Context: an optimization exercise on an open-source flow, tuned for small area and a short achievable clock period. The choices shown serve that exercise and are no tape-out recipe.
Where RTL was checked, it was by simulation tests only, not by an equivalence proof against the original.
Only the layout flow was run in runs 4 to 7; the RTL was not checked for function there.
Power figures rest on the tool's default switching activity, not on a simulated workload.

$ cat flow/design.v
`timescale 1ns/1ns
module CAM #(parameter SIZE=32)(
	input 							clock, reset,
	input 							enable,
	input 							command,
	input[31:0]						data,
	input[$clog2(SIZE)-1:0]			write_idx,
	output reg[$clog2(SIZE)-1:0]	read_idx,
	output reg						hit
);
	localparam IW = $clog2(SIZE);
	wire wr = enable & command;
	wire rd = enable & ~command;
	reg [SIZE-1:0] valid;
	wire [SIZE-1:0] h0;
	genvar i, l;
	generate for (i = 0; i < SIZE; i = i + 1) begin : e
		reg [31:0] word;
		always @(posedge clock)
			if (!reset && wr && write_idx == i)
				word <= data;
		assign h0[i] = valid[i] && (word == data);
	end endgenerate
	generate for (l = 1; l <= IW; l = l + 1) begin : t
		localparam N = SIZE >> l;
		wire [N-1:0] h;
		wire [N*l-1:0] x;
		for (i = 0; i < N; i = i + 1) begin : n
			wire hl, hh;
			if (l == 1) begin : b
				assign hl = h0[2*i];
				assign hh = h0[2*i+1];
				assign x[i] = !hl && hh;
			end else begin : b
				assign hl = t[l-1].h[2*i];
				assign hh = t[l-1].h[2*i+1];
				assign x[i*l +: l] = hl ? {1'b0, t[l-1].x[(2*i)*(l-1) +: l-1]}
				                        : {hh,   t[l-1].x[(2*i+1)*(l-1) +: l-1]};
			end
			assign h[i] = hl || hh;
		end
	end endgenerate
	always @(posedge clock)
		if (reset || !rd) begin
			hit <= 1'b0;
			read_idx <= 0;
		end else begin
			hit <= t[IW].h[0];
			read_idx <= t[IW].x[IW-1:0];
		end
	always @(posedge clock)
		if (reset)
			valid <= 0;
		else if (wr)
			valid[write_idx] <= 1'b1;
endmodule
$ cat flow/run.sh
#!/bin/bash
# synth_recipe.tcl (not shown) runs the flow's synth.tcl, then flattens the netlist and writes it again
# the make line also repeats each setting of config.mk as NAME=value (left out here)
make -C /OpenROAD-flow-scripts/flow DESIGN_CONFIG=/design/flow/config.mk WORK_HOME=/design/flow/orfs CLKGATE_MAP_FILE= SYNTH_SCRIPT=/design/flow/synth_recipe.tcl finish
$ cat flow/config.mk
export PLATFORM = sky130hd
export DESIGN_NAME = CAM
export DESIGN_NICKNAME = CAM
export VERILOG_FILES = /design/flow/design.v
export SDC_FILE = /design/flow/constraint.sdc
export NUM_CORES = 4
export LEC_CHECK = 0
export ABC_AREA = 1
export CAP_MARGIN = 20
export CORE_MARGIN = 2
export CORE_UTILIZATION = 40
export SETUP_SLACK_MARGIN = 2.3
export SLEW_MARGIN = 20
$ cat flow/constraint.sdc
create_clock -name core_clock -period 4.5 [get_ports {clock}]
set_input_delay 0.9000 -clock core_clock [delete_from_list [all_inputs] [get_ports {clock}]]
set_output_delay 0.9000 -clock core_clock [all_outputs]
set_load 0.01 [all_outputs]
==> notes.md, run 1 <==
Run status: timing/DRC/antenna clean
Worst-Margin Slew: 0.947 ns
CP cell instances: buf_12, inv_6, nand2_1, nand3_1, nor2_4, nand2_1, nor2_1, nand3_2, inv_1, o21ai_1, nand2_2, nand2_1, a21oi_1, a21oi_1
Most used routing layer: met2
Number of global-route vias before repair: 34400
Post-synth ARST share: 0%
Initial antenna violation count: 22
# Max-Cap Violations: 0
Initial Utilization: 40.4%
Relative slew slack: 36.4%
Slew Limit Fails: 0
Power, Total: 22.5 mW
Area Growth Syn to Fin: 21.7%
Critical path buffers and inverters: 3
Sum Neg Setup Slack: 0 ns
Period utilization: 51.4%
Post-synth top flop: edfxtp_1
Final setup viols: 0
Area of the multi-input gates: 15300 µm²
Core footprint: 122000 µm²
Die Ht: 355 µm
IO buf count: 46
CP startpoint kind: input port
Fin crit period: 2.31 ns
Routed wire length: 195 mm
Critical path type: input port to register
CTS tree: done
Layout cells sized above 1: 13.6%
Placement Setup Slack: 0.866 ns
Sequential area share after synthesis: 64.1%
Clock-pin slew on the worst setup and hold paths: 0.06 ns
Hold_buf cts: 0
Post-synth EDFFs: 1024
Yosys cell types: 38
IO Pins: 47
Clk root buf: clkbuf_16
Max Freq: 0.432 GHz
Power per cell area: 376 nW/µm²
Peak supply drop: 0.334 mV
H-tree levels: 3
Final instance area: 59800 µm²
Syn Nets: 4857
Req. time, crit path: 5.08 ns
Setup Skew: 0.0264 ns
Met1 usage: 39.8%
YS warnings: 1
GR Util met3: 5.71%
Seq. cell area: 31500 µm²
Hold_ws: 0.454 ns
Final Wtd Congestion: 0.930
Num Clock Sinks: 1062
CP max FO: 21
Overall Global Routing Usage: 28.7%
CP max-delay cell: buf_12
CTS Buffer Depth: 3
Core Rows: 128
CP most frequent cell: nand2_1
Leakage: 22.4 nW
Post-Synthesis Cells: 4809
First-pass GRT wire length: 255 mm
Overall die area: 126000 µm²
Vias per cell: 5.62
Met2 usage: 43.5%
Syn avg cell area: 10.2 µm²
Clk Latency, worst-skew pair: 0.70 ns
Yosys top cell area share: 62.5%
Worst EP arrival: 2.89 ns
Commonest non-fill, non-tap cell in the layout: nand2_1
Final worst slack: 2.19 ns
Seq cells post-synth: 1062
DP Area: 52100 µm²
Gr ovfl total: 0
Dominant cells by area after synthesis: edfxtp_1 (63%), nand2_1 (10%), xnor2_1 (4.9%), nor2_1 (4.1%), inv_1 (3.8%)
Mapped Area: 49200 µm²
Fin nets: 5109
Routed Antenna Nets: 0
RSZ-0062 raised after global routing: yes
Crit path max-delay family: simple AND/OR/NAND/NOR gates
Pin count of the biggest net entering global routing: 50
Fillers: 10800
Final hold violation count: 0
CP Capture Type: register
Synth area leader: edfxtp_1
Worst min path class: register to register
Iteration-0 DRC Markers: 5807
DIE WIDTH: 355 µm
Drt first pass iters: 6
Final HPWL DP: 102 mm
Via count: 38200
CP max stage delay: 0.20 ns
WL/cell: 28.6 µm
Cts bufs inserted: 113
Most frequent cells in the layout: nand2_1 (1356), edfxtp_1 (1024), inv_1 (491)
Drt drc: 0
[report_power, final]
| part | total [mW] | switching, mW | internal [mW] |
|---|---|---|---|
| combinational | 2.09 | 1.44 | 0.657 |
| clock | 9.55 | 3.98 | 5.57 |
| sequential | 10.9 | 0.0162 | 10.9 |
| total | 22.5 | 5.44 | 17.1 |
[sequential cells by signal (all words and copies together) (netlist names)]
signal	cells
e.word	1024
hit	1
read_idx	5
valid	32
[worst register-to-register path: stages (launching register included)]
cell and delay [ns]:
edfxtp_1 0.39, inv_1 0.05, nand2_1 0.12, o21ai_0 0.11, nor2_1 0.17, nand4_1 0.15, nor2_1 0.15, nand3_1 0.25
nand2_2 0.16, nor2_2 0.06, nand2_4 0.08, nor2_1 0.06, a21oi_1 0.16, a21oi_1 0.09
[cells by family (layout without fill, tap and decap cells)]
kind of cell,Yosys count,in the layout,synth area share (%)
other,0,15,0
AND/OR/NAND/NOR,2197,2200,17.9
buffers and inverters,713,1060,6.68
flip-flops,1062,1062,64.1
adder cells (fa/ha/maj),7,7,0.178
AO/OA/AOI/OAI,507,507,5.46
XOR/XNOR,323,323,5.75
[per-layer routing]
metal	share of wire [%]	up-vias
met5	0.016	-
met1	37	18500
met4	6.1	4
met2	43	2766
met3	14	564
li1	-	16400
[worst paths after layout]
check | end | cells past startpoint | slack, ns | from
worst min-delay path | valid[25]$_SDFFE_PP0P_ | 2 | 0.45 | valid[25]$_SDFFE_PP0P_
worst min register to register | valid[25]$_SDFFE_PP0P_ | 2 | 0.45 | valid[25]$_SDFFE_PP0P_
worst max-delay path | read_idx[0]$_SDFF_PP0_ | 14 | 2.19 | data[16]
worst max register to register | read_idx[0]$_SDFF_PP0_ | 13 | 2.38 | e[4].word[29]$_DFFE_PP_
[area by class of cell]
class	instances	area share, %
diodes	15	0.0627
clock buffers	150	5.13
clock inverters	63	1.09
inverters	533	3.99
multi-input cells	3037	25.5
flip-flops and latches	1062	52.7
well taps	1625	3.40
repair buffers	307	8.03
repair inverters	7	0.115
[repair_timing]
action | in CTS | in global routing
setup buffers | 44 | 34
setup endpoints to repair | 1068 | 722
gates resized for setup | 398 | 197
gates cloned | 26 | 22
pin swaps | 20 | 36
[cell usage after synthesis (40+ instances only)]
library cell  count
a21oi_1          60
buf_2            74
buf_4            53
buf_6            40
edfxtp_1       1024
inv_1           497
nand2_1        1372
nand3_1         140
nand4_1          53
nor2_1          535
o21ai_0         314
o21ai_1          60
o22ai_1          42
xnor2_1         274
xor2_1           49
[stage by stage]
step	instances	utilization (%)
3_5_place_dp	6445	42.7
4_1_cts	6728	47.8
2_1_floorplan	4809	-
5_1_grt	6792	49.1
6_report	6799	49.1
3_3_place_gp	6445	42.7
==> run 2: changes to the inputs <==
--- a/flow/config.mk
+++ b/flow/config.mk
@@ -11,3 +11,4 @@
 export CORE_UTILIZATION = 40
 export SETUP_SLACK_MARGIN = 2.3
 export SLEW_MARGIN = 20
+export TNS_END_PERCENT = 5
==> run 2 against run 1 <==
Effect of this change: still clean on timing, DRC and antenna; wire length rose by 2.2%; non-clock buffer count rose by 10; register-to-register slack got worse by 0.19 ns; combinational power rose by 2%; sequential share of layout area rose by 0.44 points; critical path type unchanged.
==> notes.md, run 2 <==
Pin count of the biggest net entering global routing: 56 (was 50)
Hold_buf cts: 0 (unchanged)
CTS tree: done (unchanged)
Clock-pin slew on the worst setup and hold paths: 0.06 ns (about the same)
Dpl cells: 6459 (was 6445)
Die Ht: 355 µm (unchanged)
Placement Setup Slack: 0.820 ns (was 0.866 ns)
Relative slew slack: 64.8% (was 36.4%)
WL/cell: 29.3 µm (was 28.6 µm)
Dominant cells by area after synthesis: edfxtp_1 (63%), nand2_1 (10%), xnor2_1 (4.9%), nor2_1 (4.1%), inv_1 (3.8%) (unchanged)
Drt drc: 0 (unchanged)
CTS Buffer Depth: 3 (unchanged)
Reg2reg start: e[8].word[9]$_DFFE_PP_ (was e[4].word[29]$_DFFE_PP_)
Post-synth EDFFs: 1024 (unchanged)
Mapped Area: 49200 µm² (unchanged)
Syn avg cell area: 10.2 µm² (unchanged)
Req. time, crit path: 5.09 ns (was 5.08 ns)
Count leader, synth: nand2_1 (unchanged)
Seq. cell area: 31500 µm² (unchanged)
Mux contribution to synthesized area: 0% (unchanged)
Post-Synthesis Cells: 4809 (unchanged)
IO buf count: 46 (unchanged)
Power, Total: 21.9 mW (was 22.5 mW)
Final instance area: 59300 µm² (was 59800 µm²)
Initial Utilization: 40.4% (unchanged)
Worst EP arrival: 2.94 ns (was 2.89 ns)
Final Wtd Congestion: 0.931 (was 0.930)
Post-synthesis adder-cell area fraction: 0.178% (unchanged)
Fin cells: 6799 (unchanged)
YS warnings: 1 (unchanged)
Final hold violation count: 0 (unchanged)
Seq cells post-synth: 1062 (unchanged)
Commonest non-fill, non-tap cell in the layout: nand2_1 (unchanged)
CP Capture Type: register (unchanged)
Num Clock Sinks: 1062 (unchanged)
IO Pins: 47 (unchanged)
Worst min path class: input port to register (was register to register)
Core footprint: 122000 µm² (unchanged)
Synth area leader: edfxtp_1 (unchanged)
DIE WIDTH: 355 µm (unchanged)
RSZ-0062 raised after global routing: yes (unchanged)
Clk root buf: clkbuf_16 (unchanged)
Routed wire length: 199 mm (was 195 mm)
H-tree levels: 3 (unchanged)
Hold_ws: 0.459 ns (was 0.454 ns)
Layout cells sized above 1: 13.1% (was 13.6%)
Area of the multi-input gates: 15100 µm² (was 15300 µm²)
Finished Core Util: 48.7% (was 49.1%)
Sequential area share after synthesis: 64.1% (unchanged)
Area Growth Syn to Fin: 20.7% (was 21.7%)
Initial antenna violation count: 23 (was 22)
Routed Antenna Nets: 0 (unchanged)
Critical path type: input port to register (unchanged)
Overall Global Routing Usage: 30.1% (was 28.7%)
Max Freq: 0.426 GHz (was 0.432 GHz)
Simple-gate share of the synthesized area: 17.9% (unchanged)
Worst-Margin Slew: 0.523 ns (was 0.947 ns)
Max reg flops: 1024 (unchanged)
Via count: 38400 (was 38200)
Post-synth top flop: edfxtp_1 (unchanged)
Core Rows: 128 (unchanged)
Commonest cells in the netlist: nand2_1 (1372), edfxtp_1 (1024), nor2_1 (535), inv_1 (497), o21ai_0 (314) (unchanged)
Peak supply drop: 0.311 mV (was 0.334 mV)
Largest Register: e.word (unchanged)
Yosys top cell area share: 62.5% (unchanged)
Crit path to: read_idx[0]$_SDFF_PP0_ (unchanged)
Top Registers: e.word: 1024 flops, valid: 32 flops, read_idx: 5 flops (unchanged)
Capturing point of the worst reg2reg path: read_idx[0]$_SDFF_PP0_ (unchanged)
Yosys cell types: 38 (unchanged)
Fillers: 10800 (about the same)
Syn Nets: 4857 (unchanged)
R2R Setup Slk: 2.19 ns (was 2.38 ns)
Compound-Gate Fraction of Synth Area: 5.46% (unchanged)
Number of global-route vias before repair: 34000 (was 34400)
Clk Latency, worst-skew pair: 0.71 ns (was 0.70 ns)
Final setup viols: 0 (unchanged)
Cells on worst reg2reg path: 13 (unchanged)
Final HPWL DP: 99.3 mm (was 102 mm)
CP max FO: 5 (was 21)
Power per cell area: 370 nW/µm² (was 376 nW/µm²)
CP startpoint kind: input port (unchanged)
Gr ovfl total: 0 (unchanged)
Fin nets: 5116 (was 5109)
Post-Synth XOR/XNOR Area: 5.75% (unchanged)
Iteration-0 DRC Markers: 6839 (was 5807)
Setup Skew: 0.0236 ns (was 0.0264 ns)
Fin crit period: 2.35 ns (was 2.31 ns)
Cts bufs inserted: 113 (unchanged)
Slew Limit Fails: 0 (unchanged)
Final worst slack: 2.15 ns (was 2.19 ns)
DP Area: 52200 µm² (was 52100 µm²)
Largest family of logic cells by synthesized area: simple AND/OR/NAND/NOR gates (unchanged)
First-pass GRT wire length: 263 mm (was 255 mm)
Sum Neg Setup Slack: 0 ns (unchanged)
Run status: timing/DRC/antenna clean (unchanged)
Crit path from: data[9] (was data[16])
# Max-Cap Violations: 0 (unchanged)
Post-synth ARST share: 0% (unchanged)
Vias per cell: 5.64 (was 5.62)
Period utilization: 52.1% (was 51.4%)
Drt first pass iters: 6 (unchanged)
Most frequent cells in the layout: nand2_1 (1362), edfxtp_1 (1024), inv_1 (488) (was nand2_1 (1356), edfxtp_1 (1024), inv_1 (491))
Overall die area: 126000 µm² (unchanged)
Leakage: 22.3 nW (was 22.4 nW)
-- run 2: cell counts after synthesis --
Identical to the previous run, type by type.
-- run 2: power breakdown --
part	leakage, nW	switching, mW	internal, mW
registers	9.52	0.0161	10.9
logic	11.1	1.48	0.664
clock network	1.70	3.96	4.96
total	22.3	5.46	16.5
-- run 2: metal layers --
metal	track usage, %	vias up	share of wire (%)
met3	7.05	537	15
met1	42.0	18500	37
met4	14.0	10	5.8
li1	-	16400	-
met2	44.3	2985	42
met5	0	-	0.039
-- run 2: kinds of logic after synthesis --
| group | Yosys count |
|---|---|
| and+or+nand+nor | 2197 |
| DFF | 1062 |
| buffers and inverters | 713 |
| AOI/OAI and AO/OA | 507 |
| xor gates and xnor gates | 323 |
| adders and majority gates | 7 |
-- run 2: timing repair --
action / in CTS / in global routing
buffers inserted: 33 / 39
resized for setup: 341 / 128
setup endpoints to repair: 1063 / 968
pin swaps: 11 / 29
gates cloned: 34 / 13
-- run 2: layout make-up --
type / count / area share, %
timing repair buffer: 317 / 8.00
sequential: 1062 / 53.1
antenna: 12 / 0.0506
tap: 1625 / 3.43
clock buffer: 153 / 5.21
timing repair inverter: 6 / 0.101
clock inverter: 56 / 0.609
inverter: 533 / 4.07
multi-input combinational: 3035 / 25.4
-- run 2: how the worst min path moves through the flow --
stage / startpoint / to / slack, ns / depth (start not counted)
final: data[24] / e[30].word[24]$_DFFE_PP_ / 0.46 / 1
after global placement: valid[25]$_SDFFE_PP0P_ / valid[25]$_SDFFE_PP0P_ / 0.44 / 2
after floorplan: valid[27]$_SDFFE_PP0P_ / valid[27]$_SDFFE_PP0P_ / 0.43 / 2
after detailed placement: valid[25]$_SDFFE_PP0P_ / valid[25]$_SDFFE_PP0P_ / 0.45 / 2
after global routing: data[24] / e[30].word[24]$_DFFE_PP_ / 0.44 / 1
after CTS: valid[25]$_SDFFE_PP0P_ / valid[25]$_SDFFE_PP0P_ / 0.46 / 2
-- run 2: critical path: stages --
cell,delay [ns]
buf_4,0.15
clkinv_8,0.09
buf_12,0.11
nor2_1,0.05
nor2_2,0.20
nand2_1,0.11
nor2_2,0.17
nand2_1,0.12
nor2_4,0.22
nand3_4,0.16
nand2_2,0.14
nor2_2,0.07
nand3_1,0.07
nand2_1,0.06
a21oi_1,0.21
a21oi_2,0.08
==> run 3: changes to the inputs <==
==> flow/config.mk (replaced) <==
export PLATFORM = sky130hd
export DESIGN_NAME = CAM
export DESIGN_NICKNAME = CAM
export VERILOG_FILES = /design/flow/design.v
export SDC_FILE = /design/flow/constraint.sdc
export NUM_CORES = 4
export LEC_CHECK = 0
export CAP_MARGIN = 20
export CORE_MARGIN = 2
export CORE_UTILIZATION = 40
export SETUP_SLACK_MARGIN = 2.2
export SLEW_MARGIN = 20
==> run 3 against run 2 <==
Effect of this change: register-to-register slack lost 0.39 ns; sequential power is essentially flat; core utilization increased by 1.1 points; wire length fell by 30%; combinational power shrank 19%; via count fell by 32%; maximum frequency is 17% lower; critical path type unchanged; critical endpoint is now read_idx[3]$_SDFF_PP0_.
==> notes.md, run 3 <==
Layout cells sized above 1: 21.2% (was 13.1%)
Iteration-0 DRC Markers: 2895 (was 6839)
Seq cells post-synth: 1062 (unchanged)
Fin nets: 3219 (was 5116)
Dominant cells by area after synthesis: edfxtp_1 (69%), xnor2_1 (12%), xor2_1 (7.9%), nand4_1 (2.1%), dfxtp_1 (1.7%) (was edfxtp_1 (63%), nand2_1 (10%), xnor2_1 (4.9%), nor2_1 (4.1%), inv_1 (3.8%))
Finished Core Util: 49.8% (was 48.7%)
Worst min path class: input port to register (unchanged)
Req. time, crit path: 5.10 ns (was 5.09 ns)
Drt drc: 0 (unchanged)
Sum Neg Setup Slack: 0 ns (unchanged)
Syn avg cell area: 15.9 µm² (was 10.2 µm²)
Run status: timing/DRC/antenna clean (unchanged)
CP cell instances: buf_8, buf_12, buf_16, xnor2_2, nand4_1, nor4_2, nand4_1, or4_4, nand4_1, nand3b_1, buf_4, a21oi_1, buf_4 (was buf_4, clkinv_8, buf_12, nor2_1, nor2_2, nand2_1, nor2_2, nand2_1, nor2_4, nand3_4, nand2_2, nor2_2, nand3_1, nand2_1, a21oi_1, a21oi_2)
WL met2: 62.9 mm (was 83.6 mm)
Final HPWL DP: 76.1 mm (was 99.3 mm)
Vias per cell: 5.46 (was 5.64)
DR top layer: met5 (unchanged)
Initial Utilization: 40.4% (about the same)
Max reg flops: 1024 (unchanged)
Most frequent cells in the layout: edfxtp_1 (1024), xnor2_1 (599), xor2_1 (400) (was nand2_1 (1362), edfxtp_1 (1024), inv_1 (488))
First-pass GRT wire length: 196 mm (was 263 mm)
WL/cell: 29.5 µm (was 29.3 µm)
Post-Synthesis Cells: 2819 (was 4809)
DIE WIDTH: 338 µm (was 355 µm)
# Max-Cap Violations: 0 (unchanged)
Max Freq: 0.352 GHz (was 0.426 GHz)
Met1 WL: 57.6 mm (was 74.3 mm)
Power per cell area: 388 nW/µm² (was 370 nW/µm²)
Worst EP arrival: 3.44 ns (was 2.94 ns)
Hold_buf cts: 0 (unchanged)
CP most frequent cell: nand4_1
CP max-delay cell: or4_4 (was nor2_4)
Post-synth EDFFs: 1024 (unchanged)
Num Clock Sinks: 1062 (unchanged)
Sequential area share after synthesis: 70.4% (was 64.1%)
Synth area leader: edfxtp_1 (unchanged)
Routed Antenna Nets: 0 (unchanged)
Slew Limit Fails: 0 (unchanged)
Largest Register: e.word (unchanged)
Cts bufs inserted: 108 (was 113)
Power, Total: 21.4 mW (was 21.9 mW)
Overall Global Routing Usage: 24.2% (was 30.1%)
Leakage: 18.0 nW (was 22.3 nW)
Worst-Margin Slew: 0.865 ns (was 0.523 ns)
Syn Nets: 2867 (was 4857)
Initial antenna violation count: 16 (was 23)
Pin count of the biggest net entering global routing: 37 (was 56)
Core Rows: 122 (was 128)
Peak supply drop: 0.354 mV (was 0.311 mV)
Via count: 26000 (was 38400)
Core footprint: 111000 µm² (was 122000 µm²)
Fin crit period: 2.84 ns (was 2.35 ns)
Clock-pin slew on the worst setup and hold paths: 0.06 ns (about the same)
Relative slew slack: 42.3% (was 64.8%)
CP max FO: 8 (was 5)
Drt first pass iters: 7 (was 6)
Period utilization: 63.2% (was 52.1%)
Critical path type: input port to register (unchanged)
Clk root buf: clkbuf_16 (unchanged)
RSZ-0062 raised after global routing: yes (unchanged)
Setup Skew: 0.0221 ns (was 0.0236 ns)
CP Capture Type: register (unchanged)
Post-synth ARST share: 0% (unchanged)
Final setup viols: 0 (unchanged)
Final Wtd Congestion: 0.878 (was 0.931)
Routed wire length: 140 mm (was 199 mm)
Mapped Area: 44800 µm² (was 49200 µm²)
Number of global-route vias before repair: 25700 (was 34000)
Yosys top cell area share: 68.7% (was 62.5%)
H-tree levels: 3 (unchanged)
Area Growth Syn to Fin: 23.3% (was 20.7%)
CP max stage delay: 0.57 ns (was 0.22 ns)
Post-synth top flop: edfxtp_1 (unchanged)
CP startpoint kind: input port (unchanged)
Overall die area: 115000 µm² (was 126000 µm²)
Commonest non-fill, non-tap cell in the layout: edfxtp_1 (was nand2_1)
IO Pins: 47 (unchanged)
Yosys cell types: 49 (was 38)
Count leader, synth: edfxtp_1 (was nand2_1)
R2R Setup Slk: 1.80 ns (was 2.19 ns)
Gr ovfl total: 0 (unchanged)
Final hold violation count: 0 (unchanged)
IO buf count: 46 (unchanged)
Die Ht: 338 µm (was 355 µm)
CTS Buffer Depth: 3 (unchanged)
Clk Latency, worst-skew pair: 0.70 ns (was 0.71 ns)
Met3 Wirelength: 13.7 mm (was 29.5 mm)
CTS tree: done (unchanged)
Commonest cells in the netlist: edfxtp_1 (1024), xnor2_1 (613), xor2_1 (402), nand4_1 (153), nor4_1 (116) (was nand2_1 (1372), edfxtp_1 (1024), nor2_1 (535), inv_1 (497), o21ai_0 (314))
YS warnings: 1 (unchanged)
Top Registers: e.word: 1024 flops, valid: 32 flops, read_idx: 5 flops (unchanged)
run 3: worst paths after layout:
kind,startpoint,endpoint,depth (start not counted)
max,data[3],read_idx[3]$_SDFF_PP0_,13
min,data[23],e[14].word[23]$_DFFE_PP_,1
max reg2reg,e[14].word[27]$_DFFE_PP_,read_idx[0]$_SDFF_PP0_,11
min reg2reg,valid[20]$_SDFFE_PP0P_,valid[20]$_SDFFE_PP0P_,2
run 3: worst max-delay path: cells and delay by family:
family,cells,cell delay [ns]
AOI/OAI and AO/OA,1,0.03
and+or+nand+nor,6,1.71
xor gates and xnor gates,1,0.12
buffers and inverters,5,0.65
run 3: where the power goes:
| group | internal [mW] | switching (mW) | leakage, nW |
|---|---|---|---|
| logic | 0.697 | 1.04 | 6.78 |
| registers | 10.9 | 0.0165 | 9.52 |
| clock network | 4.95 | 3.81 | 1.66 |
| total | 16.5 | 4.87 | 18.0 |
run 3: metal layers:
layer  global-route usage [%]  up-vias
li1                         -    11000
met1                     33.2    13400
met5                        0        -
met4                     9.71       10
met2                     36.9     1249
met3                     6.15      280
run 3: timing repair:
| action | 4_1_cts | 5_1_grt |
|---|---|---|
| hold endpoints to repair | 0 | 0 |
| pin swaps | 44 | 15 |
| cloned | 24 | 2 |
| buffers inserted | 106 | 9 |
| endpoints found under the setup margin | 1064 | 469 |
| gates resized for setup | 269 | 37 |
run 3: logic make-up after synthesis:
kind of cell | synth area share [%]
XOR/XNOR | 20.0
AND/OR/NAND/NOR | 6.31
buffers and inverters | 2.06
AO/OA/AOI/OAI | 1.05
flip-flops | 70.4
adder cells (fa/ha/maj) | 0.196
run 3: final cells by class:
class / instances / area (µm²)
Multi-Input combinational cell: 1605 / 13500
Clock inverter: 54 / 474
Fill cell: 9269 / 55600
Tap cell: 1488 / 1860
Antenna cell: 2 / 5.00
Sequential cell: 1062 / 31500
Timing Repair Buffer: 376 / 4860
Inverter: 18 / 71.3
Clock buffer: 144 / 2920
run 3: through the flow:
stage          instance area [µm²]  hold slack, ns  std cells  setup slack (ns)
2_1_floorplan                45700           0.429       2819              1.53
3_3_place_gp                 48600           0.450       4408             0.441
3_5_place_dp                 48600           0.453       4408             0.481
4_1_cts                      54900           0.419       4736              1.81
5_1_grt                      55200           0.424       4747              1.64
6_report                     55200           0.459       4749              1.66
==> run 4: changes to the inputs <==
==> flow/design.v (replaced) <==
`timescale 1ns/1ns
module CAM #(parameter SIZE=32)(
	input 							clock, reset,
	input 							enable,
	input 							command,
	input[31:0]						data,
	input[$clog2(SIZE)-1:0]			write_idx,
	output reg[$clog2(SIZE)-1:0]	read_idx,
	output reg						hit
);
	localparam IW = $clog2(SIZE);
	wire wr = enable & command;
	wire rd = enable & ~command;
	reg [SIZE-1:0] valid;
	wire [SIZE-1:0] match;
	genvar i;
	generate for (i = 0; i < SIZE; i = i + 1) begin : e
		reg [31:0] word;
		always @(posedge clock)
			if (!reset && wr && write_idx == i)
				word <= data;
		assign match[i] = valid[i] && (word == data);
	end endgenerate
	always @(posedge clock)
		if (reset)
			valid <= 0;
		else if (wr)
			valid[write_idx] <= 1'b1;
	reg [IW-1:0] idx;
	integer k;
	always @* begin
		idx = 0;
		for (k = SIZE - 1; k >= 0; k = k - 1)
			if (match[k]) idx = k;
	end
	always @(posedge clock)
		if (reset || !rd) begin
			hit <= 1'b0;
			read_idx <= 0;
		end else begin
			hit <= |match;
			read_idx <= idx;
		end
endmodule
--- a/flow/config.mk
+++ b/flow/config.mk
@@ -8,5 +8,4 @@
 export CAP_MARGIN = 20
 export CORE_MARGIN = 2
 export CORE_UTILIZATION = 40
-export SETUP_SLACK_MARGIN = 2.2
 export SLEW_MARGIN = 20
==> run 4 against run 3 <==
Effect of this change: via count down 5.3%; wire length shrank 14%; hold slack gained 0.033 ns; worst setup slack got worse by 0.58 ns; critical path type unchanged; highest routed layer unchanged.
==> notes.md, run 4 <==
Run status: timing/DRC/antenna clean (unchanged)
Final HPWL DP: 77.4 mm (was 76.1 mm)
Seq pwr share: 51.2% (was 50.9%)
Fin cells: 4608 (was 4749)
WHS Path Cells: 2 (was 1)
Relative slew slack: 29.0% (was 42.3%)
Synth area leader: edfxtp_1 (unchanged)
Final worst slack: 1.07 ns (was 1.66 ns)
CP max stage delay: 0.70 ns (was 0.57 ns)
RSZ-0062 raised after global routing: no (was yes)
Dpl cells: 4409 (was 4408)
Setup Skew: 0.0372 ns (was 0.0221 ns)
Final Wtd Congestion: 0.918 (was 0.878)
Capturing point of the worst reg2reg path: read_idx[2]$_SDFF_PP0_ (was read_idx[0]$_SDFF_PP0_)
Top Registers: e.word: 1024 flops, valid: 32 flops, read_idx: 5 flops (unchanged)
Placement Setup Slack: 0.409 ns (was 0.481 ns)
Yosys cell types: 40 (was 49)
Max reg flops: 1024 (unchanged)
H-tree levels: 3 (unchanged)
CP max-delay cell: or4_1 (was or4_4)
Period utilization: 76.2% (was 63.2%)
Post-synth EDFFs: 1024 (unchanged)
Number of global-route vias before repair: 24300 (was 25700)
Cts bufs inserted: 108 (unchanged)
P_int: 16.6 mW (was 16.5 mW)
Critical path type: input port to register (unchanged)
CP max FO: 14 (was 8)
Sum Neg Setup Slack: 0 ns (unchanged)
Core footprint: 111000 µm² (about the same)
Num Clock Sinks: 1062 (unchanged)
Syn avg cell area: 16.0 µm² (was 15.9 µm²)
Power per cell area: 410 nW/µm² (was 388 nW/µm²)
CTS Buffer Depth: 3 (unchanged)
HP Start: valid[12]$_SDFFE_PP0P_ (was data[23])
Final instance area: 51800 µm² (was 55200 µm²)
Drt first pass iters: 5 (was 7)
Req. time, crit path: 5.09 ns (was 5.10 ns)
Layout cells sized above 1: 13.9% (was 21.2%)
Fin crit period: 3.43 ns (was 2.84 ns)
Iteration-0 DRC Markers: 2587 (was 2895)
Worst Hold Path EP: valid[12]$_SDFFE_PP0P_ (was e[14].word[23]$_DFFE_PP_)
Commonest non-fill, non-tap cell in the layout: edfxtp_1 (unchanged)
Levels on crit path: 13 (unchanged)
IO buf count: 46 (unchanged)
Mapped Area: 44900 µm² (was 44800 µm²)
Gr ovfl total: 0 (unchanged)
Clk Latency, worst-skew pair: 0.70 ns (about the same)
Pin count of the biggest net entering global routing: 43 (was 37)
Initial antenna violation count: 4 (was 16)
Overall die area: 115000 µm² (about the same)
Core Rows: 122 (unchanged)
Commonest cells in the netlist: edfxtp_1 (1024), xnor2_1 (765), xor2_1 (258), nand4_1 (198), nor4_1 (92) (was edfxtp_1 (1024), xnor2_1 (613), xor2_1 (402), nand4_1 (153), nor4_1 (116))
Post-synth top flop: edfxtp_1 (unchanged)
IO Pins: 47 (unchanged)
Peak supply drop: 0.300 mV (was 0.354 mV)
Worst EP arrival: 4.02 ns (was 3.44 ns)
YS warnings: 1 (unchanged)
Slew Limit Fails: 0 (unchanged)
R2R Setup Slk: 1.41 ns (was 1.80 ns)
WL/cell: 26.2 µm (was 29.5 µm)
Most frequent cells in the layout: edfxtp_1 (1024), xnor2_1 (765), xor2_1 (257) (was edfxtp_1 (1024), xnor2_1 (599), xor2_1 (400))
Switching share of power: 22.0% (was 22.8%)
Postcts setup bufs: 0 (was 106)
DIE WIDTH: 339 µm (was 338 µm)
Routed Antenna Nets: 0 (unchanged)
Dominant cells by area after synthesis: edfxtp_1 (69%), xnor2_1 (15%), xor2_1 (5.0%), nand4_1 (2.8%), dfxtp_1 (1.7%) (was edfxtp_1 (69%), xnor2_1 (12%), xor2_1 (7.9%), nand4_1 (2.1%), dfxtp_1 (1.7%))
Clk root buf: clkbuf_16 (unchanged)
Final setup viols: 0 (unchanged)
Worst min path class: register to register (was input port to register)
Critical path buffers and inverters: 2 (was 5)
Count leader, synth: edfxtp_1 (unchanged)
Fin nets: 3079 (was 3219)
Reg2reg start: e[24].word[25]$_DFFE_PP_ (was e[14].word[27]$_DFFE_PP_)
Area Growth Syn to Fin: 15.4% (was 23.3%)
DP Area: 48200 µm² (was 48600 µm²)
Yosys top cell area share: 68.5% (was 68.7%)
CP cell instances: buf_4, buf_4, xnor2_1, nand4_1, nor4_1, nand4_1, or4_1, nand2_2, nor2_1, a21oi_1, o21ai_1, a21oi_1, nor3_2 (was buf_8, buf_12, buf_16, xnor2_2, nand4_1, nor4_2, nand4_1, or4_4, nand4_1, nand3b_1, buf_4, a21oi_1, buf_4)
Clk pwr share: 42.4% (was 41.0%)
Vias per cell: 5.33 (was 5.46)
# Max-Cap Violations: 0 (unchanged)
Sequential area share after synthesis: 70.2% (was 70.4%)
Largest Register: e.word (unchanged)
Routed wire length: 121 mm (was 140 mm)
Initial Utilization: 40.5% (was 40.4%)
Post-CTS Resized: 0 (was 269)
Drt drc: 0 (unchanged)
First-pass GRT wire length: 175 mm (was 196 mm)
Net Switching: 4.67 mW (was 4.87 mW)
Syn Nets: 2849 (was 2867)
Post-Synthesis Cells: 2801 (was 2819)
Max Freq: 0.292 GHz (was 0.352 GHz)
Comb power frac: 6.3% (was 8.1%)
CTS tree: done (unchanged)
Post-synth ARST share: 0% (unchanged)
Overall Global Routing Usage: 20.8% (was 24.2%)
Via count: 24600 (was 26000)
CP Capture Type: register (unchanged)
Worst-Margin Slew: 1.06 ns (was 0.865 ns)
Clock-pin slew on the worst setup and hold paths: 0.06 ns (about the same)
Final hold violation count: 0 (unchanged)
Seq cells post-synth: 1062 (unchanged)
Hold_buf cts: 0 (unchanged)
Cells on worst reg2reg path: 11 (unchanged)
CP startpoint kind: input port (unchanged)
Leakage: 16.1 nW (was 18.0 nW)
Crit path max-delay family: simple AND/OR/NAND/NOR gates (unchanged)
Die Ht: 339 µm (was 338 µm)
run 4: changes by cell type after synthesis, sizes merged, moves of 9 or more:
cell / change
nand3: -12
nor3: -16
nor4: -25
nand4: +45
a31oi: -9
xor2: -144
a21oi: +12
or4: +11
xnor2: +151
run 4: through the flow:
step	power (mW)	util (%)	hold slack, ns
2_1_floorplan	11.8	-	0.429
3_3_place_gp	12.4	43.5	0.472
3_5_place_dp	12.4	43.5	0.475
4_1_cts	21.4	46.7	0.491
5_1_grt	21.9	46.7	0.518
6_report	21.2	46.7	0.493
run 4: cell type report:
| type | instances | area (µm²) |
|---|---|---|
| Multi-Input combinational cell | 1590 | 12400 |
| Fill cell | 9575 | 59200 |
| Timing Repair Buffer | 258 | 2450 |
| Sequential cell | 1062 | 31500 |
| Clock buffer | 148 | 3020 |
| Clock inverter | 50 | 551 |
| Antenna cell | 1 | 2.50 |
| Inverter | 11 | 41.3 |
| Tap cell | 1488 | 1860 |
run 4: worst max-delay path by stage:
stage	startpoint	slack [ns]	to
floorplan	reset	0.32	e[8].word[0]$_DFFE_PP_
global placement	data[16]	0.46	hit$_SDFF_PP0_
detailed placement	data[5]	0.41	hit$_SDFF_PP0_
CTS	data[5]	1.13	hit$_SDFF_PP0_
global route	data[14]	1.01	read_idx[2]$_SDFF_PP0_
finish	data[14]	1.07	read_idx[2]$_SDFF_PP0_
run 4: per-layer routing:
metal,track usage (%),vias to the layer above,wire length (µm),share of wire [%]
li1,-,10700,-,-
met1,29.8,12800,54000,45
met2,32.5,902,55000,46
met3,3.88,179,8450,7.0
met4,5.75,10,2940,2.4
met5,0,-,77,0.064
run 4: logic make-up (layout without fill, tap and decap cells):
| family | count (synthesis) | count (layout) | share of synthesized area (%) |
|---|---|---|---|
| buffers and inverters | 149 | 467 | 2.39 |
| AOI/OAI and AO/OA | 60 | 60 | 0.783 |
| adders and majority gates | 7 | 7 | 0.195 |
| xor gates and xnor gates | 1025 | 1025 | 20.0 |
| DFF | 1062 | 1062 | 70.2 |
| and+or+nand+nor | 498 | 498 | 6.40 |
| other | 0 | 1 | 0 |
run 4: tightest hold or removal path, stage by stage (launching register included):
cell and delay, ns:
dfxtp_1 0.34, a31oi_1 0.05, nor2_1 0.07
run 4: power by group through the flow:
stage          sequential (mW)  clock, mW  combinational, mW
4_1_cts                   10.9       9.18               1.35
3_5_place_dp              11.1          0               1.35
6_report                  10.9       9.01               1.35
3_3_place_gp              11.1          0               1.33
5_1_grt                   10.9       9.56               1.43
2_1_floorplan             11.1          0              0.714
==> run 5: changes to the inputs <==
--- a/flow/config.mk
+++ b/flow/config.mk
@@ -8,4 +8,5 @@
 export CAP_MARGIN = 20
 export CORE_MARGIN = 2
 export CORE_UTILIZATION = 40
+export SETUP_SLACK_MARGIN = 1.5
 export SLEW_MARGIN = 20
==> run 5 against run 4 <==
Effect of this change: sequential cell count unchanged; area after synthesis stayed put; synthesized cell count stayed put; maximum frequency increased by 15%; worst setup slack better by 0.45 ns; clock skew down 0.011 ns; hold slack got worse by 0.013 ns; wire length rose by 4.4%; combinational power increased by 8%; non-clock buffer count grew 35; critical endpoint unchanged; highest routed layer unchanged.
==> notes.md, run 5 <==
Run status: timing/DRC/antenna clean (unchanged)
Cts bufs inserted: 108 (unchanged)
Fin crit period: 2.98 ns (was 3.43 ns)
Req. time, crit path: 5.07 ns (was 5.09 ns)
Syn avg cell area: 16.0 µm² (unchanged)
RSZ-0062 raised after global routing: yes (was no)
Max reg flops: 1024 (unchanged)
Final HPWL DP: 78.7 mm (was 77.4 mm)
Mapped Area: 44900 µm² (unchanged)
Routed Antenna Nets: 0 (unchanged)
CP max FO: 17 (was 14)
Most frequent cells in the layout: edfxtp_1 (1024), xnor2_1 (759), xor2_1 (257) (was edfxtp_1 (1024), xnor2_1 (765), xor2_1 (257))
Count leader, synth: edfxtp_1 (unchanged)
Power per cell area: 403 nW/µm² (was 410 nW/µm²)
Clk root buf: clkbuf_16 (unchanged)
Finished Core Util: 47.6% (was 46.7%)
Clk Latency, worst-skew pair: 0.69 ns (was 0.70 ns)
R2R Setup Slk: 1.71 ns (was 1.41 ns)
Placement Setup Slack: 0.282 ns (was 0.409 ns)
Post-synth top flop: edfxtp_1 (unchanged)
Reg2reg start: e[21].word[11]$_DFFE_PP_ (was e[24].word[25]$_DFFE_PP_)
Top Registers: e.word: 1024 flops, valid: 32 flops, read_idx: 5 flops (unchanged)
H-tree levels: 3 (unchanged)
CP Capture Type: register (unchanged)
CTS tree: done (unchanged)
Cells on worst reg2reg path: 10 (was 11)
# Max-Cap Violations: 0 (unchanged)
Core footprint: 111000 µm² (unchanged)
Yosys top cell area share: 68.5% (unchanged)
Relative slew slack: 49.0% (was 29.0%)
Worst Hold Path EP: valid[11]$_SDFFE_PP0P_ (was valid[12]$_SDFFE_PP0P_)
WL/cell: 27.1 µm (was 26.2 µm)
HP Start: valid[11]$_SDFFE_PP0P_ (was valid[12]$_SDFFE_PP0P_)
Max Freq: 0.336 GHz (was 0.292 GHz)
Overall die area: 115000 µm² (unchanged)
Fillers: 9469 (was 9575)
Capturing point of the worst reg2reg path: read_idx[0]$_SDFF_PP0_ (was read_idx[2]$_SDFF_PP0_)
Leakage: 16.6 nW (was 16.1 nW)
DIE WIDTH: 339 µm (unchanged)
Hold_buf cts: 0 (unchanged)
Vias per cell: 5.36 (was 5.33)
Post-Synthesis Cells: 2801 (unchanged)
Largest Register: e.word (unchanged)
Period utilization: 66.1% (was 76.2%)
Via count: 24900 (was 24600)
Drt drc: 0 (unchanged)
Routed wire length: 126 mm (was 121 mm)
Peak supply drop: 0.372 mV (was 0.300 mV)
Sum Neg Setup Slack: 0 ns (unchanged)
WHS Path Cells: 2 (unchanged)
Post-synth ARST share: 0% (unchanged)
Worst min path class: register to register (unchanged)
YS warnings: 1 (unchanged)
Worst-Margin Slew: 0.765 ns (was 1.06 ns)
Fin nets: 3114 (was 3079)
Core Rows: 122 (unchanged)
Commonest non-fill, non-tap cell in the layout: edfxtp_1 (unchanged)
Number of global-route vias before repair: 24500 (was 24300)
Initial antenna violation count: 6 (was 4)
Synth area leader: edfxtp_1 (unchanged)
IO Pins: 47 (unchanged)
CTS Buffer Depth: 3 (unchanged)
Syn Nets: 2849 (unchanged)
Overall Global Routing Usage: 21.2% (was 20.8%)
IO buf count: 46 (unchanged)
Setup Skew: 0.0260 ns (was 0.0372 ns)
Final Wtd Congestion: 0.898 (was 0.918)
Commonest cells in the netlist: edfxtp_1 (1024), xnor2_1 (765), xor2_1 (258), nand4_1 (198), nor4_1 (92) (unchanged)
Clock-pin slew on the worst setup and hold paths: 0.06 ns (about the same)
Sequential area share after synthesis: 70.2% (unchanged)
Critical path type: input port to register (unchanged)
Iteration-0 DRC Markers: 2760 (was 2587)
Layout cells sized above 1: 16.1% (was 13.9%)
Num Clock Sinks: 1062 (unchanged)
Die Ht: 339 µm (unchanged)
Final hold violation count: 0 (unchanged)
Final worst slack: 1.52 ns (was 1.07 ns)
Drt first pass iters: 6 (was 5)
Final setup viols: 0 (unchanged)
Pin count of the biggest net entering global routing: 34 (was 43)
First-pass GRT wire length: 178 mm (was 175 mm)
Post-synth EDFFs: 1024 (unchanged)
Gr ovfl total: 0 (unchanged)
Slew Limit Fails: 0 (unchanged)
CP startpoint kind: input port (unchanged)
Seq cells post-synth: 1062 (unchanged)
Dominant cells by area after synthesis: edfxtp_1 (69%), xnor2_1 (15%), xor2_1 (5.0%), nand4_1 (2.8%), dfxtp_1 (1.7%) (unchanged)
Area Growth Syn to Fin: 17.7% (was 15.4%)
Worst EP arrival: 3.55 ns (was 4.02 ns)
Yosys cell types: 40 (unchanged)
Initial Utilization: 40.5% (unchanged)
-- run 5: metrics by stage --
step | hold slack, ns | cells | cell area, µm² | power (mW)
after floorplan | 0.429 | 2801 | 44900 | 11.8
after global placement | 0.443 | 4429 | 48300 | 12.4
after detailed placement | 0.455 | 4429 | 48300 | 12.5
after CTS | 0.472 | 4628 | 52100 | 21.4
after global routing | 0.491 | 4644 | 52800 | 21.9
final | 0.480 | 4646 | 52800 | 21.3
-- run 5: layout make-up --
class | count | area (µm²) | share of cell area (%)
Sequential cell | 1062 | 31500 | 59.7
Multi-Input combinational cell | 1590 | 12800 | 24.2
Timing Repair Buffer | 293 | 3120 | 5.90
Clock buffer | 152 | 2970 | 5.62
Tap cell | 1488 | 1860 | 3.53
Clock inverter | 47 | 526 | 0.995
Inverter | 11 | 41.3 | 0.0782
Antenna cell | 3 | 7.51 | 0.0142
-- run 5: worst max path at each step --
stage / depth (start not counted) / to / from / slack, ns
6_report: 10 / read_idx[2]$_SDFF_PP0_ / data[13] / 1.52
5_1_grt: 11 / valid[1]$_SDFFE_PP0P_ / write_idx[0] / 1.46
2_1_floorplan: 5 / e[17].word[0]$_DFFE_PP_ / write_idx[1] / 1.18
3_5_place_dp: 12 / read_idx[2]$_SDFF_PP0_ / data[14] / 0.28
4_1_cts: 10 / valid[18]$_SDFFE_PP0P_ / write_idx[1] / 1.45
3_3_place_gp: 13 / read_idx[2]$_SDFF_PP0_ / data[1] / 0.24
-- run 5: report_power, final --
part | internal [mW] | total (mW) | switching (mW)
Clock | 5.21 | 8.96 | 3.75
Combinational | 0.546 | 1.46 | 0.911
Sequential | 10.9 | 10.9 | 0.0168
Total | 16.6 | 21.3 | 4.67
-- run 5: cells by family (layout without fill, tap and decap cells) --
kind of cell             after synthesis  in the layout  share of synthesized area [%]
AO/OA/AOI/OAI                         60             60                          0.783
XOR/XNOR                            1025           1025                           20.0
adder cells (fa/ha/maj)                7              7                          0.195
buffers and inverters                149            503                           2.39
flip-flops                          1062           1062                           70.2
other                                  0              3                              0
AND/OR/NAND/NOR                      498            498                           6.40
-- run 5: metal layers --
layer	global-route usage (%)	part of all wire, %	up-vias
met5	0	0.016	-
met2	33.3	46	912
met1	31.1	45	13100
met4	5.01	2.0	2
met3	2.75	6.8	149
li1	-	-	10800
-- run 5: timing repair --
action                                  in CTS  in global routing
endpoints found under the setup margin      18                 59
hold endpoints to repair                     0                  0
pin swaps                                    0                 15
cloned                                       0                  6
buffers inserted                             0                  9
gates resized for setup                     58                 93
-- run 5: critical path: stages --
cell and delay [ns]:
buf_4 0.17, buf_4 0.35, xor2_1 0.12, nor4_1 0.57, nand4_1 0.17, or4_4 0.62
nand4_1 0.18, o21ai_2 0.14, a21oi_1 0.26, nor3_2 0.05
==> run 6: changes to the inputs <==
--- a/flow/config.mk
+++ b/flow/config.mk
@@ -8,5 +8,5 @@
 export CAP_MARGIN = 20
 export CORE_MARGIN = 2
 export CORE_UTILIZATION = 40
-export SETUP_SLACK_MARGIN = 1.5
+export SETUP_SLACK_MARGIN = 2.2
 export SLEW_MARGIN = 20
==> run 6 against run 5 <==
Effect of this change: synthesized cell count did not move; sequential cell count did not move; area after synthesis did not move; wire length rose by 14%; final cell count rose by 2.6%; highest routed layer unchanged; via count rose by 6.0%; register-to-register slack barely moved; sequential power barely moved; global-route usage rose by 3.2 points; still clean; combinational power rose by 25%; critical endpoint is now hit$_SDFF_PP0_; non-clock buffer count rose by 106; first-iteration DRC count rose by 31%.
==> notes.md, run 6 <==
CP startpoint kind: input port (unchanged)
Fillers: 9071 (was 9469)
Initial Utilization: 40.5% (unchanged)
Seq pwr share: 50.0% (was 51.1%)
Power, Total: 21.8 mW (was 21.3 mW)
Period utilization: 63.7% (was 66.1%)
Crit path max-delay family: simple AND/OR/NAND/NOR gates (unchanged)
Vias per cell: 5.53 (was 5.36)
Commonest cells in the netlist: edfxtp_1 (1024), xnor2_1 (765), xor2_1 (258), nand4_1 (198), nor4_1 (92) (unchanged)
Gr ovfl total: 0 (unchanged)
Sum Neg Setup Slack: 0 ns (unchanged)
Critical path buffers and inverters: 2 (unchanged)
Mapped Area: 44900 µm² (unchanged)
CP cell instances: buf_16, buf_12, xnor2_2, nand4_1, nor4_4, nand4_1, or4_4, nand4_1, nor3b_4, a41oi_2 (was buf_4, buf_4, xor2_1, nor4_1, nand4_1, or4_4, nand4_1, o21ai_2, a21oi_1, nor3_2)
Final Wtd Congestion: 0.873 (was 0.898)
WL/cell: 30.2 µm (was 27.1 µm)
Yosys top cell area share: 68.5% (unchanged)
CTS Buffer Depth: 3 (unchanged)
Final setup viols: 0 (unchanged)
Worst min path class: input port to register (was register to register)
Comb power frac: 8.4% (was 6.8%)
Worst-Margin Slew: 0.872 ns (was 0.765 ns)
Largest Register: e.word (unchanged)
Sequential area share after synthesis: 70.2% (unchanged)
Via count: 26400 (was 24900)
Synth area leader: edfxtp_1 (unchanged)
Syn Nets: 2849 (unchanged)
Seq cells post-synth: 1062 (unchanged)
CP max stage delay: 0.56 ns (was 0.62 ns)
Peak supply drop: 0.281 mV (was 0.372 mV)
IO buf count: 46 (unchanged)
Critical path type: input port to register (unchanged)
Post-Synthesis Cells: 2801 (unchanged)
Number of global-route vias before repair: 25600 (was 24500)
Setup Skew: 0.0218 ns (was 0.0260 ns)
Power per cell area: 388 nW/µm² (was 403 nW/µm²)
IO Pins: 47 (unchanged)
Yosys cell types: 40 (unchanged)
Run status: timing/DRC/antenna clean (unchanged)
Routed wire length: 144 mm (was 126 mm)
P_int: 16.9 mW (was 16.6 mW)
Clk pwr share: 41.7% (was 42.1%)
Routed Antenna Nets: 0 (unchanged)
Final HPWL DP: 77.3 mm (was 78.7 mm)
Post-synth EDFFs: 1024 (unchanged)
H-tree levels: 3 (unchanged)
Hold_buf cts: 0 (unchanged)
Die Ht: 339 µm (unchanged)
Dpl cells: 4397 (was 4429)
Num Clock Sinks: 1062 (unchanged)
YS warnings: 1 (unchanged)
Core footprint: 111000 µm² (unchanged)
Overall Global Routing Usage: 24.3% (was 21.2%)
Core Rows: 122 (unchanged)
Relative slew slack: 41.9% (was 49.0%)
Post-synth top flop: edfxtp_1 (unchanged)
Layout cells sized above 1: 23.6% (was 16.1%)
Slew Limit Fails: 0 (unchanged)
Final worst slack: 1.63 ns (was 1.52 ns)
Clk Latency, worst-skew pair: 0.70 ns (was 0.69 ns)
Net Switching: 4.91 mW (was 4.67 mW)
Most frequent cells in the layout: edfxtp_1 (1024), xnor2_1 (723), xor2_1 (257) (was edfxtp_1 (1024), xnor2_1 (759), xor2_1 (257))
Commonest non-fill, non-tap cell in the layout: edfxtp_1 (unchanged)
CP max-delay cell: or4_4 (unchanged)
Seq. cell area: 31500 µm² (about the same)
RSZ-0062 raised after global routing: yes (unchanged)
Worst EP arrival: 3.44 ns (was 3.55 ns)
DIE WIDTH: 339 µm (unchanged)
Initial antenna violation count: 18 (was 6)
Dominant cells by area after synthesis: edfxtp_1 (69%), xnor2_1 (15%), xor2_1 (5.0%), nand4_1 (2.8%), dfxtp_1 (1.7%) (unchanged)
Overall die area: 115000 µm² (unchanged)
Clock-pin slew on the worst setup and hold paths: 0.06 ns (about the same)
Post-synth ARST share: 0% (unchanged)
Clk root buf: clkbuf_16 (unchanged)
Iteration-0 DRC Markers: 3616 (was 2760)
Placement Setup Slack: 0.241 ns (was 0.282 ns)
Pin count of the biggest net entering global routing: 35 (was 34)
Req. time, crit path: 5.07 ns (about the same)
Fin cells: 4767 (was 4646)
Drt drc: 0 (unchanged)
Fin nets: 3234 (was 3114)
Syn avg cell area: 16.0 µm² (unchanged)
Area of the multi-input gates: 13800 µm² (was 12800 µm²)
Area Growth Syn to Fin: 24.9% (was 17.7%)
Final hold violation count: 0 (unchanged)
Leakage: 18.2 nW (was 16.6 nW)
CP most frequent cell: nand4_1
First-pass GRT wire length: 197 mm (was 178 mm)
Switching share of power: 22.5% (was 21.9%)
Max reg flops: 1024 (unchanged)
# Max-Cap Violations: 0 (unchanged)
Drt first pass iters: 7 (was 6)
CTS tree: done (unchanged)
Cts bufs inserted: 111 (was 108)
Count leader, synth: edfxtp_1 (unchanged)
CP Capture Type: register (unchanged)
Max Freq: 0.349 GHz (was 0.336 GHz)
CP max FO: 26 (was 17)
Fin crit period: 2.87 ns (was 2.98 ns)
Top Registers: e.word: 1024 flops, valid: 32 flops, read_idx: 5 flops (unchanged)
[run 6: changes by cell type in the layout (fill, tap and decap cells not counted), sizes merged, moves of 4 or more]
| cell | change |
|---|---|
| and2 | +11 |
| buf | +85 |
| bufbuf | +24 |
| clkdlybuf4s15 | +4 |
| clkdlybuf4s50 | -13 |
| clkinv | +9 |
| dlygate4sd2 | +5 |
[run 6: timing repair]
action                                  in CTS  in global routing
pin swaps                                   61                 33
gates resized for setup                    292                 68
cloned                                      33                  6
endpoints found under the setup margin    1063                584
buffers inserted                            91                 34
[run 6: layout make-up]
| class | count | area share [%] |
|---|---|---|
| clock inverter | 56 | 0.915 |
| inverter | 11 | 0.0736 |
| clock buffer | 149 | 5.43 |
| timing repair buffer | 399 | 9.49 |
| multi-input combinational | 1601 | 24.6 |
| sequential | 1062 | 56.2 |
| tap | 1488 | 3.32 |
| antenna | 1 | 0.00446 |
[run 6: path summary, 6_finish.rpt]
path	from	to	slack, ns	cells after the start
setup / recovery	data[12]	hit$_SDFF_PP0_	1.63	10
hold / removal	data[1]	e[30].word[1]$_DFFE_PP_	0.44	1
setup reg to reg	e[17].word[8]$_DFFE_PP_	hit$_SDFF_PP0_	1.70	8
hold reg to reg	valid[29]$_SDFFE_PP0P_	valid[29]$_SDFFE_PP0P_	0.48	2
[run 6: power by group through the flow]
| stage | sequential, mW | combinational [mW] | clock [mW] |
|---|---|---|---|
| global route | 10.9 | 1.89 | 9.52 |
| global placement | 11.1 | 1.37 | 0 |
| detailed placement | 11.1 | 1.39 | 0 |
| finish | 10.9 | 1.82 | 9.07 |
| CTS | 10.9 | 1.75 | 9.16 |
| floorplan | 11.1 | 0.796 | 0 |
[run 6: per-stage QoR]
step	util, %	hold WS, ns	area [µm²]
final	50.5	0.441	56100
after CTS	49.9	0.404	55400
after global placement	43.9	0.445	48700
after global routing	50.5	0.417	56100
after floorplan	-	0.429	45900
after detailed placement	43.9	0.461	48700
[run 6: kinds of logic after synthesis]
group           share of synthesized area [%]
fa+ha+maj                               0.195
buf+inv                                  2.39
xor+xnor                                 20.0
compound gates                          0.783
flops                                    70.2
simple gates                             6.40
[run 6: per-layer routing]
| layer | vias to the layer above | track usage (%) | wire, µm |
|---|---|---|---|
| met5 | - | 0 | 82 |
| met4 | 14 | 7.06 | 4420 |
| met3 | 235 | 4.83 | 14000 |
| met2 | 1368 | 37.6 | 65500 |
| met1 | 13700 | 34.7 | 59800 |
| li1 | 11100 | - | - |
==> run 7: changes to the inputs <==
--- a/flow/config.mk
+++ b/flow/config.mk
@@ -7,6 +7,7 @@
 export LEC_CHECK = 0
 export CAP_MARGIN = 20
 export CORE_MARGIN = 2
-export CORE_UTILIZATION = 40
+export CORE_UTILIZATION = 65
+export PLACE_DENSITY = 0.75
 export SETUP_SLACK_MARGIN = 2.2
 export SLEW_MARGIN = 20
==> run 7 against run 6 <==
Effect of this change: total power fell by 1.5%; critical endpoint is now read_idx[1]$_SDFF_PP0_; critical path depth increased by 5; register-to-register slack gained 0.07 ns; area after synthesis did not move; sequential power hardly changed; synthesized cell count is the same; die area down 38%; non-clock buffer count up 49; highest routed layer unchanged; wire length shrank 1.6%; first-iteration DRC count rose by 6.4%; via count increased by 5.3%; clock skew fell by 0.0038 ns; largest cell class unchanged.
==> notes.md, run 7 <==
Run status: timing/DRC/antenna clean (unchanged)
CTS Buffer Depth: 3 (unchanged)
Yosys top cell area share: 68.5% (unchanged)
Req. time, crit path: 5.10 ns (was 5.07 ns)
Final setup viols: 0 (unchanged)
Post-synth ARST share: 0% (unchanged)
Post-Synthesis Cells: 2801 (unchanged)
Leakage: 18.6 nW (was 18.2 nW)
YS warnings: 1 (unchanged)
Iteration-0 DRC Markers: 3848 (was 3616)
Final Wtd Congestion: 0.973 (was 0.873)
Clk root buf: clkbuf_16 (unchanged)
Commonest cells in the netlist: edfxtp_1 (1024), xnor2_1 (765), xor2_1 (258), nand4_1 (198), nor4_1 (92) (unchanged)
Worst min path class: register to register (was input port to register)
Routed wire length: 142 mm (was 144 mm)
Final instance area: 56100 µm² (about the same)
DIE WIDTH: 267 µm (was 339 µm)
Worst EP arrival: 3.48 ns (was 3.44 ns)
Post-synth EDFFs: 1024 (unchanged)
Num Clock Sinks: 1062 (unchanged)
Power, Total: 21.5 mW (was 21.8 mW)
Area Growth Syn to Fin: 24.9% (about the same)
Most frequent cells in the layout: edfxtp_1 (1024), xnor2_1 (707), xor2_1 (254) (was edfxtp_1 (1024), xnor2_1 (723), xor2_1 (257))
Power per cell area: 383 nW/µm² (was 388 nW/µm²)
WL/cell: 33.7 µm (was 30.2 µm)
Synth area leader: edfxtp_1 (unchanged)
Fin nets: 3276 (was 3234)
CP max stage delay: 0.38 ns (was 0.56 ns)
Hold_buf cts: 0 (unchanged)
H-tree levels: 3 (unchanged)
Syn Nets: 2849 (unchanged)
Top Registers: e.word: 1024 flops, valid: 32 flops, read_idx: 5 flops (unchanged)
Syn avg cell area: 16.0 µm² (unchanged)
Vias per cell: 6.62 (was 5.53)
Drt first pass iters: 6 (was 7)
Fin crit period: 2.88 ns (was 2.87 ns)
Slew Limit Fails: 0 (unchanged)
Initial antenna violation count: 5 (was 18)
Worst Hold Path EP: valid[24]$_SDFFE_PP0P_ (was e[30].word[1]$_DFFE_PP_)
Peak supply drop: 0.352 mV (was 0.281 mV)
Post-synth top flop: edfxtp_1 (unchanged)
Sum Neg Setup Slack: 0 ns (unchanged)
# Max-Cap Violations: 0 (unchanged)
R2R Setup Slk: 1.77 ns (was 1.70 ns)
Critical path type: input port to register (unchanged)
Seq cells post-synth: 1062 (unchanged)
Die Ht: 267 µm (was 339 µm)
Final worst slack: 1.62 ns (was 1.63 ns)
Largest Register: e.word (unchanged)
Overall Global Routing Usage: 40.4% (was 24.3%)
Drt drc: 0 (unchanged)
Mapped Area: 44900 µm² (unchanged)
Placement Setup Slack: 0.533 ns (was 0.241 ns)
Layout cells sized above 1: 25.0% (was 23.6%)
WHS Path Cells: 2 (was 1)
Period utilization: 64.0% (was 63.7%)
Yosys cell types: 40 (unchanged)
Routed Antenna Nets: 0 (unchanged)
Via count: 27800 (was 26400)
CP max-delay cell: nor4_2 (was or4_4)
Relative slew slack: 36.8% (was 41.9%)
Number of global-route vias before repair: 27400 (was 25600)
CP cell instances: buf_16, buf_16, buf_12, buf_12, xor2_1, nor4_2, and3_1, nand3_1, nand2_2, a21oi_2, nor2_4, o21bai_4, a31oi_4, o21ai_2, a31oi_1 (was buf_16, buf_12, xnor2_2, nand4_1, nor4_4, nand4_1, or4_4, nand4_1, nor3b_4, a41oi_2)
DP Area: 47700 µm² (was 48700 µm²)
Max reg flops: 1024 (unchanged)
Overall die area: 71200 µm² (was 115000 µm²)
Final hold violation count: 0 (unchanged)
IO buf count: 46 (unchanged)
Cts bufs inserted: 103 (was 111)
HP Start: valid[24]$_SDFFE_PP0P_ (was data[1])
Final HPWL DP: 70.8 mm (was 77.3 mm)
Dominant cells by area after synthesis: edfxtp_1 (69%), xnor2_1 (15%), xor2_1 (5.0%), nand4_1 (2.8%), dfxtp_1 (1.7%) (unchanged)
Clk Latency, worst-skew pair: 0.67 ns (was 0.70 ns)
Count leader, synth: edfxtp_1 (unchanged)
Worst-Margin Slew: 0.948 ns (was 0.872 ns)
Core Rows: 96 (was 122)
Sequential area share after synthesis: 70.2% (unchanged)
Setup Skew: 0.0180 ns (was 0.0218 ns)
Core footprint: 68500 µm² (was 111000 µm²)
Initial Utilization: 65.6% (was 40.5%)
RSZ-0062 raised after global routing: yes (unchanged)
CTS tree: done (unchanged)
IO Pins: 47 (unchanged)
First-pass GRT wire length: 199 mm (was 197 mm)
Clock-pin slew on the worst setup and hold paths: 0.06 ns (about the same)
CP max FO: 14 (was 26)
Pin count of the biggest net entering global routing: 35 (unchanged)
Cells on worst reg2reg path: 12 (was 8)
CP startpoint kind: input port (unchanged)
Reg2reg start: e[24].word[13]$_DFFE_PP_ (was e[17].word[8]$_DFFE_PP_)
Commonest non-fill, non-tap cell in the layout: edfxtp_1 (unchanged)
Fillers: 3225 (was 9071)
Capturing point of the worst reg2reg path: read_idx[2]$_SDFF_PP0_ (was hit$_SDFF_PP0_)
Max Freq: 0.347 GHz (was 0.349 GHz)
Gr ovfl total: 0 (unchanged)
CP Capture Type: register (unchanged)
[run 7: cell counts after synthesis]
No cell type changed its count.
[run 7: through the flow]
stage | util [%] | instances | hold WS, ns
after global placement | 69.7 | 3775 | 0.448
after CTS | 80.9 | 4151 | 0.462
after detailed placement | 69.7 | 3775 | 0.456
after floorplan | - | 2801 | 0.429
final | 81.9 | 4195 | 0.475
after global routing | 81.9 | 4191 | 0.463
[run 7: cell type report]
cell class	count	area, µm²	area share, %
antenna	4	10.0	0.0179
clock buffer	138	2820	5.04
clock inverter	48	475	0.848
inverter	11	43.8	0.0781
multi-input combinational	1602	14000	24.9
sequential	1062	31500	56.2
tap	882	1100	1.97
timing repair buffer	448	6110	10.9
[run 7: critical path: cells and delay by family]
kind                   cells  cell delay, ns
AND/OR/NAND/NOR            5            1.12
AO/OA/AOI/OAI              5            0.63
buffers and inverters      4            0.57
XOR/XNOR                   1            0.19
[run 7: repair_timing]
| action | CTS | global route |
|---|---|---|
| pin swaps | 65 | 56 |
| cloned | 49 | 0 |
| gates resized for setup | 363 | 59 |
| setup buffers | 141 | 40 |
| endpoints found under the setup margin | 1068 | 953 |
[run 7: where the power goes]
group / switching, mW / total, mW / internal (mW)
logic: 1.09 / 1.94 / 0.848
registers: 0.0180 / 10.9 / 10.9
clock network: 3.72 / 8.63 / 4.90
total: 4.84 / 21.5 / 16.6
[run 7: worst max path at each step]
stage	end	from	cells after the start	slack [ns]
after floorplan	read_idx[1]$_SDFF_PP0_	data[17]	13	1.69
after global placement	read_idx[1]$_SDFF_PP0_	data[8]	13	0.51
after detailed placement	read_idx[1]$_SDFF_PP0_	data[8]	13	0.53
after CTS	read_idx[0]$_SDFF_PP0_	data[17]	11	1.85
after global routing	read_idx[1]$_SDFF_PP0_	data[31]	11	1.59
final	read_idx[1]$_SDFF_PP0_	data[26]	15	1.62
[run 7: cell families (layout without fill, tap and decap cells)]
family | Yosys count | count (layout) | synth area share, %
buffers and inverters | 149 | 645 | 2.39
adder cells (fa/ha/maj) | 7 | 7 | 0.195
flip-flops | 1062 | 1062 | 70.2
AO/OA/AOI/OAI | 60 | 60 | 0.783
other | 0 | 4 | 0
XOR/XNOR | 1025 | 1025 | 20.0
AND/OR/NAND/NOR | 498 | 510 | 6.40
[run 7: layer usage]
layer  wire length [µm]  track usage, %  share of wire, %  up-vias
met2              63600            59.9                45     2166
met5                 34               0             0.024        -
met1              48900            54.7                35    14000
li1                   -               -                 -    11100
met4              10000            24.3               7.1        6
met3              19000            9.78                13      524

what the ideal ports hide:
The flow's constraints put no driver on any port. The routed layouts listed below were extracted and timed again, unchanged, in two steps. Step 1 assumes that a clkbuf_16 drives the clock port and a buf_2 every other input. Step 2 adds t to the input delays and takes it off the output delays; t is the mean of the earliest and latest rising clock arrival at the registers after step 1. Input paths then give back, and output paths get back, about the clock's delay inside the block. a / b / c = no drivers / after step 1 / after step 2; a / b = the first two.
run | t (ns) | slack for setup (ns) | cell pins on the clock port's net
run 1 | 0.768 | 2.188 / 2.086 / 1.318 | 1
run 2 | 0.776 | 2.154 / 2.170 / 1.402 | 1
run 3 | 0.760 | 1.657 / 1.677 / 0.917 | 1
run 4 | 0.748 | 1.073 / 1.113 / 0.365 | 1
run 5 | 0.746 | 1.525 / 1.491 / 0.745 | 1
run 6 | 0.760 | 1.633 / 1.631 / 0.871 | 1
run 7 | 0.732 | 1.622 / 1.581 / 0.848 | 1
After both steps every run listed still meets setup and hold. For run 1, which loses most, drivers alone change the setup slack by -0.102 ns; drivers and shift together by -0.870 ns.
